This design comes from an exercise in tuning for small area and a short achievable clock period on the open sky130 flow, not from production work.
RTL that was checked went through simulation tests only; none was proved equivalent to the original.

==> inputs of willow <==
## divider
module divider (input logic [15:0] N,D,IA0,IA1,IA2,IA3,
                input logic clk, reset, kSave, nSave, dSave, kNextSel,
                input logic [1:0] muxSelB,
                output logic [15:0] quotient, remainder);
clock: 18.0 ns
lec_check: 0
cap_margin: 20
core_margin: 2
core_utilization: 40
cts_buf_list: sky130_fd_sc_hd__clkbuf_8
slew_margin: 20
standard.sh (not shown) runs the stock make flow with config.mk's settings and CLKGATE_MAP_FILE= SYNTH_SCRIPT=/design/flow/synth_recipe.tcl, a recipe that flattens the netlist after the stock synthesis.
==> flow/flow/run.sh <==
#!/bin/bash
# Own layout flow: the standard flow (standard.sh) with these changes:
#  - synthesis keeps the full-adder and half-adder modules (fa, ha) as their own modules so
#    each becomes one sky130 fa/ha cell, and extracts adders only inside them (not in the rest
#    of the logic, e.g. the final carry-lookahead adder); the netlist is then flattened and
#    renamed exactly as the standard synthesis script does;
#  - the remaining logic is mapped with flow/abc.script (ABC map with area recovery, no
#    buffering or sizing: the layout's repair sizes cells with real wire loads);
#  - port buffers are small buf cells instead of the default delay-buffer cell;
#  - timing repair aims for extra setup margin (SETUP_SLACK_MARGIN).
set -euo pipefail
W=$PWD
export SYNTH_KEEP_MODULES="fa ha"
export BUFFER_PORTS_ARGS="-buffer_cell sky130_fd_sc_hd__buf_1"
export ABC_AREA=1
export SETUP_SLACK_MARGIN=8.2
sed 's#^  extract_fa {\*}\[dont_use_extract_fa_args\]$#  extract_fa {*}[dont_use_extract_fa_args] fa ha#' \
  "$FLOW_HOME/scripts/synth.tcl" > "$W/synth_mod.tcl"
grep -q 'extract_fa {\*}\[dont_use_extract_fa_args\] fa ha' "$W/synth_mod.tcl"
# abc: our own mapping script (flow/abc.script) in place of ORFS's
sed -i 's#^  log_cmd abc {\*}\$abc_args$#  set abc_args [lreplace $abc_args 1 1 $::env(OWN_ABC_SCRIPT)]\n&#' "$W/synth_mod.tcl"
grep -q 'OWN_ABC_SCRIPT' "$W/synth_mod.tcl"
export OWN_ABC_SCRIPT="$W/flow/abc.script"
sed "s#\$::env(SCRIPTS_DIR)/synth.tcl#$W/synth_mod.tcl#" "$W/synth_recipe.tcl" > "$W/own_synth.tcl"
grep -q "source $W/synth_mod.tcl" "$W/own_synth.tcl"
sed "s#SYNTH_SCRIPT=[^ ]*#SYNTH_SCRIPT=$W/own_synth.tcl#" "$W/standard.sh" > "$W/own_standard.sh"
grep -q "SYNTH_SCRIPT=$W/own_synth.tcl" "$W/own_standard.sh"
bash "$W/own_standard.sh" > "$W/standard_flow.log" 2>&1
==> flow/flow/abc.script <==
strash
dch
map -B 0.9
topo
stime -c
==> quartz: changes against willow <==
==> flow/flow/run.sh (replaced) <==
#!/bin/bash
# Own layout flow: the standard flow (standard.sh) with two changes:
#  - the full-adder and half-adder modules (fa, ha) are kept as their own modules through
#    synthesis, so each becomes one sky130 fa/ha cell, and the netlist is flattened at the end
#    as the standard synthesis does;
#  - port buffers are buf_2 cells instead of the default delay-buffer cell.
set -euo pipefail
W=$PWD
export SYNTH_KEEP_MODULES="fa ha"
export BUFFER_PORTS_ARGS="-buffer_cell sky130_fd_sc_hd__buf_1"
export SETUP_SLACK_MARGIN=8
export ABC_AREA=1
bash "$W/standard.sh" > "$W/standard_flow.log" 2>&1
Settings changed: CORE_UTILIZATION 40 to 60.
removed: flow/flow/abc.script
==> impl_metrics.ini <==
[synth]
synth_compound_area_frac = 0.152

[floorplan]
start_util = 0.408
row_count = 54

[timing]
fmaxAchievable_ghz = 0.106

[outcome]
outcome = finished clean

[power_and_ir_drop]
That was willow.
==> impl_metrics.ini <==
[floorplan]
row_count = 45
fp.dieW_um = 129
start_util = 0.615

[outcome]
outcome = finished clean

[synth]
synthArstFlopShare = 0
synth_compound_area_frac = 0.158

[timing]
fmaxAchievable_ghz = 0.103

[route]
drc = 0

[critical_path]
cp_data_required_time_ns = 18.08
That was quartz.

* * *

==> wip/amber: inputs <==
divider, a different RTL version from the one above (not shown whole).
==> module divider, before the edit <==
module divider (input logic [15:0] N,D,IA0,IA1,IA2,IA3,
                input logic clk, reset, kSave, nSave, dSave, kNextSel,
                input logic [1:0] muxSelB,
                output logic [15:0] quotient, remainder);
  logic [15:0] n, d, k, ia, left, right, p;
  logic [31:0] prod;
  always_comb begin
    case (D[14:13])
      2'd0: ia = IA0;
      2'd1: ia = IA1;
      2'd2: ia = IA2;
      default: ia = IA3;
    endcase
    left = kNextSel ? ia : k;
    case (muxSelB)
      2'd0: right = N;
      2'd1: right = D;
      2'd2: right = n;
      default: right = d;
    endcase
  end
  multiplier mult(.x(left), .y(right), .p(p));
  always_ff @(posedge clk) begin
    if (reset) begin
      n <= '0; quotient <= '0; d <= '0; k <= '0;
    end else begin
      if (nSave) begin n <= p; quotient <= n; end
      if (dSave) d <= p;
      if (kSave) k <= ~p;
    end
  end
  assign remainder = 16'b0;
endmodule
Settings: LEC_CHECK=0, CAP_MARGIN=20, CORE_MARGIN=2, CORE_UTILIZATION=40, SLEW_MARGIN=20; clock period 18.0 ns.
==> flow/flow/run.sh <==
#!/bin/bash
# Own layout flow: the standard flow (standard.sh) with two changes:
#  - the full-adder and half-adder modules (fa, ha) are kept as their own modules through
#    synthesis, so each becomes one sky130 fa/ha cell, and the netlist is flattened at the end
#    as the standard synthesis does;
#  - port buffers are buf_2 cells instead of the default delay-buffer cell.
set -euo pipefail
W=$PWD
export SYNTH_KEEP_MODULES="fa ha"
export BUFFER_PORTS_ARGS="-buffer_cell sky130_fd_sc_hd__buf_2"
export SETUP_SLACK_MARGIN=8
bash "$W/standard.sh" > "$W/standard_flow.log" 2>&1
==> wip/xenon (differences from wip/amber) <==
--- a/flow/design.v
+++ b/flow/design.v
@@ -797,12 +797,12 @@
                 output logic [15:0] quotient, remainder);
-  logic [15:0] n, d, k, ia, left, right, p;
-  logic [31:0] prod;
-  always_comb begin
-    case (D[14:13])
-      2'd0: ia = IA0;
-      2'd1: ia = IA1;
-      2'd2: ia = IA2;
-      default: ia = IA3;
-    endcase
-    left = kNextSel ? ia : k;
+  logic [15:0] n, d, k, left, right, p;
+  logic s0, s1, s2, s3, sk;
+  assign s0 = ~reset & kNextSel & (D[14:13] == 2'd0);
+  assign s1 = ~reset & kNextSel & (D[14:13] == 2'd1);
+  assign s2 = ~reset & kNextSel & (D[14:13] == 2'd2);
+  assign s3 = ~reset & kNextSel & (D[14:13] == 2'd3);
+  assign sk = ~reset & ~kNextSel;
+  assign left = ({16{s0}} & IA0) | ({16{s1}} & IA1) | ({16{s2}} & IA2) | ({16{s3}} & IA3)
+              | ({16{sk}} & k);
+  always_comb
     case (muxSelB)
@@ -813,12 +813,8 @@
     endcase
-  end
   multiplier mult(.x(left), .y(right), .p(p));
   always_ff @(posedge clk) begin
-    if (reset) begin
-      n <= '0; quotient <= '0; d <= '0; k <= '0;
-    end else begin
-      if (nSave) begin n <= p; quotient <= n; end
-      if (dSave) d <= p;
-      if (kSave) k <= ~p;
-    end
+    if (nSave | reset) n <= p;
+    if (dSave | reset) d <= p;
+    if (kSave | reset) k <= ~(p | {16{reset}});
+    if (nSave | reset) quotient <= n & {16{~reset}};
   end
--- a/flow/flow/run.sh
+++ b/flow/flow/run.sh
@@ -10,3 +10,4 @@
 export BUFFER_PORTS_ARGS="-buffer_cell sky130_fd_sc_hd__buf_2"
-export SETUP_SLACK_MARGIN=8
+export SETUP_SLACK_MARGIN=9
+export ABC_AREA=1
 bash "$W/standard.sh" > "$W/standard_flow.log" 2>&1
==> wip/juniper (differences from wip/amber) <==
--- a/flow/flow/run.sh
+++ b/flow/flow/run.sh
@@ -10,2 +10,3 @@
 export BUFFER_PORTS_ARGS="-buffer_cell sky130_fd_sc_hd__buf_2"
+export ABC_AREA=1
 export SETUP_SLACK_MARGIN=8
==> wip/fjord (differences from wip/amber) <==
--- a/flow/design.v
+++ b/flow/design.v
@@ -797,12 +797,12 @@
                 output logic [15:0] quotient, remainder);
-  logic [15:0] n, d, k, ia, left, right, p;
-  logic [31:0] prod;
-  always_comb begin
-    case (D[14:13])
-      2'd0: ia = IA0;
-      2'd1: ia = IA1;
-      2'd2: ia = IA2;
-      default: ia = IA3;
-    endcase
-    left = kNextSel ? ia : k;
+  logic [15:0] n, d, k, left, right, p;
+  logic s0, s1, s2, s3, sk;
+  assign s0 = ~reset & kNextSel & (D[14:13] == 2'd0);
+  assign s1 = ~reset & kNextSel & (D[14:13] == 2'd1);
+  assign s2 = ~reset & kNextSel & (D[14:13] == 2'd2);
+  assign s3 = ~reset & kNextSel & (D[14:13] == 2'd3);
+  assign sk = ~reset & ~kNextSel;
+  assign left = ({16{s0}} & IA0) | ({16{s1}} & IA1) | ({16{s2}} & IA2) | ({16{s3}} & IA3)
+              | ({16{sk}} & k);
+  always_comb
     case (muxSelB)
@@ -813,12 +813,8 @@
     endcase
-  end
   multiplier mult(.x(left), .y(right), .p(p));
   always_ff @(posedge clk) begin
-    if (reset) begin
-      n <= '0; quotient <= '0; d <= '0; k <= '0;
-    end else begin
-      if (nSave) begin n <= p; quotient <= n; end
-      if (dSave) d <= p;
-      if (kSave) k <= ~p;
-    end
+    if (nSave | reset) n <= p;
+    if (dSave | reset) d <= p;
+    if (kSave | reset) k <= ~(p | {16{reset}});
+    if (nSave | reset) quotient <= n & {16{~reset}};
   end
--- a/flow/flow/run.sh
+++ b/flow/flow/run.sh
@@ -11,2 +11,3 @@
 export SETUP_SLACK_MARGIN=8
+export ABC_AREA=1
 bash "$W/standard.sh" > "$W/standard_flow.log" 2>&1
==> notes.md <==
Outcome: wip/xenon no timing/DRC/antenna violations; wip/amber no timing/DRC/antenna violations; wip/fjord no timing/DRC/antenna violations; wip/juniper no timing/DRC/antenna violations
Top layer used by detailed routing: wip/xenon met4; wip/amber met5; wip/fjord met4; wip/juniper met4
Detailed-routing iteration count for the pre-antenna-repair pass: wip/xenon 6; wip/amber 6; wip/fjord 5; wip/juniper 5
Half-perimeter wire length after placement: wip/xenon 26300 um; wip/amber 24100 um; wip/fjord 26300 um; wip/juniper 28200 um
Transition time at the pin with the least slew margin: wip/xenon 0.799 ns; wip/amber 1.05 ns; wip/fjord 0.797 ns; wip/juniper 0.962 ns
Worst max-slew margin expressed relative to the limit: wip/xenon 46.8%; wip/amber 30.2%; wip/fjord 46.9%; wip/juniper 35.8%
Post-detailed-route via-to-cell ratio: wip/xenon 5.55; wip/amber 6.11; wip/fjord 5.55; wip/juniper 5.63
Clock-pin slew of the registers on the worst-case setup and hold paths: wip/xenon 0.05 ns; wip/amber 0.06 ns; wip/fjord 0.06 ns; wip/juniper 0.06 ns
Synthesized instance count: wip/xenon 1246; wip/amber 1064; wip/fjord 1246; wip/juniper 1432
Count of multi-input gates: wip/xenon 1001; wip/amber 880; wip/fjord 999; wip/juniper 1125
Standard cell with the maximum stage delay on the critical path: wip/xenon fa_1; wip/amber mux4_2; wip/fjord inv_1; wip/juniper o21ai_0
Mux contribution to synthesized area: wip/xenon 0%; wip/amber 11.3%; wip/fjord 0%; wip/juniper 0%
Number of cell rows: wip/xenon 59; wip/amber 57; wip/fjord 59; wip/juniper 59
Overall Global Routing Usage: wip/xenon 25.0%; wip/amber 27.0%; wip/fjord 24.2%; wip/juniper 25.9%
Clock network share of area: wip/xenon 2.35%; wip/amber 2.51%; wip/fjord 2.60%; wip/juniper 2.49%
For wip/xenon and wip/fjord, only the layout was checked, not whether the RTL still works.

## port drivers added, routing unchanged
How much do the figures lean on ideal ports? The routed layouts below were timed once more, with nothing changed but the port constraints. Step 1 assumes that a clkbuf_16 drives the clock port and a buf_2 every other input. Step 2 also shifts input and output timing later by t, the mid clock arrival at the registers, as if the neighbouring blocks saw the same clock. Slacks: ideal ports / drivers / drivers and shift; pairs: ideal ports / drivers.
run | t, ns | slack for setup (ns) | hold slack, ns | worst setup path at the end | slew at the worst register clock pin (ns)
willow | 0.374 | 8.582 / 8.590 / 8.216 | 0.591 / 0.591 / 0.591 | input to register | 0.08 / 0.08
quartz | 0.374 | 8.322 / 8.332 / 7.957 | 0.549 / 0.549 / 0.549 | input to register | 0.07 / 0.07
wip/amber | 0.373 | 8.230 / 8.215 / 7.842 | 0.484 / 0.484 / 0.484 | input to register | 0.06 / 0.06
wip/xenon | 0.367 | 9.137 / 9.109 / 8.742 | 0.579 / 0.579 / 0.579 | input to register | 0.06 / 0.06
wip/juniper | 0.363 | 8.275 / 8.291 / 7.928 | 0.486 / 0.486 / 0.486 | input to register | 0.06 / 0.06
wip/fjord | 0.364 | 8.291 / 8.302 / 7.937 | 0.579 / 0.579 / 0.579 | input to register | 0.06 / 0.06
After both steps setup and hold are still met in every run listed. The setup slack of wip/xenon, which loses most, moves by -0.028 ns with the drivers and by -0.395 ns with both steps.
